Source: an optimization exercise on an open RTL-to-GDS flow (aim: small area, a short achievable clock period and few clock cycles per item). Production flows keep margins and buffers that such runs may drop.
Only simulation tests tie the RTL to the original design; equivalence was not proved.

== old ==
==> module sin, before the edit <==
module sin (
    input  logic        clk,
    input  logic        rst_n,
    input  logic [15:0] x,
    input  logic        start,
    output logic [15:0] result,
    output logic        done
);
logic [4:1]  st;
logic [14:0] ra, bnext;
logic [7:0]  b_one, b_two, n_one, n_two;
logic [6:0]  b_neg, n_neg;
logic [12:0] t1;
logic [15:0] acc, p, m3, rslow;
logic        selp;
logic [3:0]  m2s, mr;
logic        m2ok;
logic        zero, med, medr;
assign zero = x[14:0] < 15'h0748;     
assign med  = ~zero & m2ok;           
always_ff @(posedge clk) begin
    medr <= med;
end
always_ff @(posedge clk or negedge rst_n) begin
    if (!rst_n) begin
        st <= 4'b0000;
    end else begin
        st <= {st[3], st[2] & ~medr, st[1], done & start & ~zero};
    end
end
assign done = ~|st;
sin_coeff_lut lut (.x(x[14:0]), .m3(m3), .m2(m2s), .m2ok(m2ok));
assign acc = (st[4] | (st[2] & medr)) ? result : 16'h0000;
sin_datapath datapath (.ma(ra), .b_one(b_one), .b_two(b_two), .b_neg(b_neg), .acc(acc), .cadd(st[2] & medr), .p(p),
                       .a(ra), .t1(t1));
always_comb begin
    if (st[1])      bnext = {2'b00, t1};
    else if (st[2]) bnext = 15'h0666;
    else if (done)  bnext = x[14:0];
    else            bnext = result[14:0];
end
sin_booth_enc enc (.b(bnext), .one(n_one), .two(n_two), .neg(n_neg));
assign selp = (st[1] & ~medr) | (st[2] & medr) | st[4];
sin_rsel rsel (.med(st[1] & medr), .sub(st[3]), .x(x[14:0]), .ra(ra), .mr(mr), .r(rslow));
always_ff @(posedge clk) begin
    ra    <= done ? x[14:0] : p[14:0];
    b_one <= n_one;
    b_two <= n_two;
    b_neg <= n_neg ^ {7{st[1] & medr}};    
    mr    <= med ? m2s : {1'b0, m3[2:0]};
end
always_ff @(posedge clk) begin
    if ((done & start) | (st[1] & medr) | st[3] | selp) result <= selp ? p : rslow;
end
endmodule
==> module sin_rsel, before the edit <==
module sin_rsel (
    input  logic        med,
    input  logic        sub,
    input  logic [14:0] x,
    input  logic [14:0] ra,
    input  logic [3:0]  mr,
    output logic [15:0] r
);
logic [15:0] am, z;
assign am = {1'b0, ra} + {12'b0, mr};      
always_comb begin
    if (med)      z = {12'b0, mr};         
    else if (sub) z = ~am;                 
    else          z = 16'h0000;
end
assign r = {1'b0, x} + z + {15'b0, sub & ~med};
endmodule
make LEC_CHECK=0 CAP_MARGIN=20 CORE_MARGIN=2 CORE_UTILIZATION=40 CTS_BUF_LIST='sky130_fd_sc_hd__clkbuf_4 sky130_fd_sc_hd__clkbuf_8' SETUP_SLACK_MARGIN=4.0 SLEW_MARGIN=20 SYNTH_HIERARCHICAL=1 SYNTH_MINIMUM_KEEP_SIZE=0 finish   # period 9.5 ns
run.sh (not shown) runs the stock make flow with config.mk's settings and CLKGATE_MAP_FILE= SYNTH_SCRIPT=/design/flow/synth_recipe.tcl, a recipe that flattens the netlist after the stock synthesis.
Testbench counts of old, summed over its fixed seeds: cycles 1,428, items 384.
#### Input delta (new over old)
--- a/flow/design.v
+++ b/flow/design.v
@@ -750,10 +750,13 @@
 logic [15:0] acc, p, m3, rslow;
 logic        selp;
-logic [3:0]  m2s, mr;
+logic [2:0]  m3r;
+logic [3:0]  m2s, m2r;
 logic        m2ok;
-logic        zero, med, medr;
+logic        zero, lng, med, lngr, medr;
 assign zero = x[14:0] < 15'h0748;     
-assign med  = ~zero & m2ok;           
+assign lng  = ~m2ok;                  
+assign med  = ~zero & ~lng;           
 always_ff @(posedge clk) begin
+    lngr <= lng;
     medr <= med;
 end
@@ -762,5 +765,5 @@
         st <= 4'b0000;
     end else begin
-        st <= {st[3], st[2] & ~medr, st[1], done & start & ~zero};
+        st <= {st[3], st[2] & lngr, st[1], done & start & ~zero};
     end
 end
@@ -777,6 +780,7 @@
 end
 sin_booth_enc enc (.b(bnext), .one(n_one), .two(n_two), .neg(n_neg));
-assign selp = (st[1] & ~medr) | (st[2] & medr) | st[4];
-sin_rsel rsel (.med(st[1] & medr), .sub(st[3]), .x(x[14:0]), .ra(ra), .mr(mr), .r(rslow));
+assign selp = (st[1] & lngr) | (st[2] & medr) | st[4];
+sin_rsel rsel (.start(done & start), .med(st[1] & medr), .x(x[14:0]), .result(result), .ra(ra),
+               .m2(m2r), .m3(m3r), .r(rslow));
 always_ff @(posedge clk) begin
     ra    <= done ? x[14:0] : p[14:0];
@@ -784,5 +788,6 @@
     b_two <= n_two;
     b_neg <= n_neg ^ {7{st[1] & medr}};    
-    mr    <= med ? m2s : {1'b0, m3[2:0]};
+    m3r   <= m3[2:0];
+    m2r   <= m2s;
 end
 always_ff @(posedge clk) begin
@@ -807,18 +812,17 @@
 endmodule
 module sin_rsel (
+    input  logic        start,
     input  logic        med,
-    input  logic        sub,
     input  logic [14:0] x,
+    input  logic [15:0] result,
     input  logic [14:0] ra,
-    input  logic [3:0]  mr,
+    input  logic [3:0]  m2,
+    input  logic [2:0]  m3,
     output logic [15:0] r
 );
-logic [15:0] am, z;
-assign am = {1'b0, ra} + {12'b0, mr};      
 always_comb begin
-    if (med)      z = {12'b0, mr};         
-    else if (sub) z = ~am;                 
-    else          z = 16'h0000;
+    if (start)    r = {1'b0, x};
+    else if (med) r = result + {12'b0, m2};
+    else          r = {1'b0, x} - {1'b0, ra} - {13'b0, m3};
 end
-assign r = {1'b0, x} + z + {15'b0, sub & ~med};
 endmodule
==> comparison <==
new did not stop at any stage, and its layout met the timing, design-rule and antenna checks.
Synthesized netlist net count: new > old
Looking at total wirelength of the detailed-routed design across both flows, new is the weaker of the two, with old ahead.
Diff old -> new: synthesized area now larger; layout overhead on the synthesized area now smaller.
Against old, new comes in about 10% higher on tap cell instance count.
Testbench counts of new, summed over its fixed seeds: cycles 1,428, items 384.

Setup of JK:
sin, a different RTL version from the one above (not shown whole).
Size: about 1400 cells after synthesis, about 68 flip-flops, roughly 13000 µm² of cells after synthesis.
==> module sin, before the edit <==
module sin (
    input  logic        clk,
    input  logic        rst_n,
    input  logic [15:0] x,
    input  logic        start,
    output logic [15:0] result,
    output logic        done
);
logic [4:1]  st;
logic [14:0] ra, rb, rx;
logic [12:0] t1;
logic [15:0] acc, p, m3;
logic [2:0]  m3r;
sin_controller controller (.clk(clk), .rst_n(rst_n), .start(start), .st(st), .done(done));
sin_coeff_lut lut (.x(x[14:0]), .m3(m3));
assign acc = st[4] ? result : 16'h0000;
sin_datapath datapath (.ma(ra), .mb(rb), .acc(acc), .p(p), .a(x[14:0]), .t1(t1));
always_ff @(posedge clk) begin
    if (done) begin
        if (start) begin
            ra     <= x[14:0];
            rb     <= x[14:0];
            rx     <= {2'b00, t1};
            result <= {1'b0, x[14:0]};
            m3r    <= m3[2:0];
        end
    end
    if (st[1]) begin
        ra <= rx;
        rb <= p[14:0];
        rx <= p[14:0];
    end
    if (st[2]) begin
        ra <= p[14:0];
        rb <= 15'h0666;
    end
    if (st[3]) begin
        ra     <= p[14:0];
        rb     <= rx;
        result <= result - {1'b0, ra} - {13'b0, m3r};
    end
    if (st[4]) result <= p;
end
endmodule
clock: 9.5 ns
lec_check: 0
cap_margin: 20
core_margin: 2
core_utilization: 40
slew_margin: 20
Testbench counts of JK, summed over its fixed seeds: cycles 1,920, items 384.
> inputs changed (JK -> MS)
--- a/flow/design.v
+++ b/flow/design.v
@@ -1030,9 +1030,8 @@
 logic [4:1]  st;
 logic [14:0] ra, rb, rx;
 logic [12:0] t1;
 logic [15:0] acc, p, m3;
-logic [2:0]  m3r;
 sin_controller controller (.clk(clk), .rst_n(rst_n), .start(start), .st(st), .done(done));
 sin_coeff_lut lut (.x(x[14:0]), .m3(m3));
 assign acc = st[4] ? result : 16'h0000;
 sin_datapath datapath (.ma(ra), .mb(rb), .acc(acc), .p(p), .a(x[14:0]), .t1(t1));
@@ -1041,10 +1040,9 @@
         if (start) begin
             ra     <= x[14:0];
             rb     <= x[14:0];
             rx     <= {2'b00, t1};
-            result <= {1'b0, x[14:0]};
-            m3r    <= m3[2:0];
+            result <= {1'b0, x[14:0]} - m3;
         end
     end
     if (st[1]) begin
         ra <= rx;
@@ -1057,9 +1055,9 @@
     end
     if (st[3]) begin
         ra     <= p[14:0];
         rb     <= rx;
-        result <= result - {1'b0, ra} - {13'b0, m3r};
+        result <= result - {1'b0, ra};
     end
     if (st[4]) result <= p;
 end
 endmodule
### Flow results
Share of the yosys chip area belonging to registers, JK and MS, higher one = JK.
Compared with JK, multi-input combinational gate total in MS increased by a little under 10%.
Compared to JK, MS reaches a lower achievable clock.
As of MS, post-layout net count had risen by a few percent compared to JK.
MS ends up with higher total iterations of the first detailed-routing run than JK does.
Summary of MS over JK: total wirelength of the detailed-routed design increased by 5.1% relative to the old numbers; non-clock buffer count shows an increase of about 11%; multi-input combinational area share went up by 1.5 points; non-clock buffer share of cell area went up 0.17 points; core area increased by 3.1% relative to the old numbers.
Against JK, number of rows in the core area in MS rose slightly.
JK and MS ended up with nearly the same hold slack.
Of JK and MS, MS shows the higher sum of met2 wire segment lengths after detailed routing, with JK below it.
Testbench counts of MS, summed over its fixed seeds: cycles 1,920, items 384.

==> afterwards: timing with drivers on the ports <==
The results above use ideal ports. As a check the final layouts listed here were re-extracted and re-timed, cells and wires unchanged. Step 1 (the two cells are an assumption about what drives the block):
set clk [get_ports {clk}]
set_driving_cell -lib_cell sky130_fd_sc_hd__clkbuf_16 $clk
set_driving_cell -lib_cell sky130_fd_sc_hd__buf_2 [delete_from_list [all_inputs] $clk]
Step 2 moves the port delays by t, midway between the first and last clock arrival at a register: inputs arrive t later, outputs are due t later. That takes back most of the time a late clock gives input paths. a / b / c = no drivers / after step 1 / after step 2; a / b = the first two.
run | t (ns) | setup WS [ns] | clock arrival spread, ns | pins driven straight from the clock port
old | 0.394 | 4.177 / 4.177 / 3.985 | 0.019 / 0.019 | 1
new | 0.383 | 4.113 / 4.113 / 4.035 | 0.014 / 0.014 | 1
JK | 0.372 | 1.977 / 1.977 / 1.977 | 0.010 / 0.010 | 1
MS | 0.383 | 1.742 / 1.765 / 1.382 | 0.010 / 0.010 | 1
After both steps every run listed still meets setup and hold. For MS, which loses most, drivers alone change the setup slack by +0.023 ns; drivers and shift together by -0.360 ns.
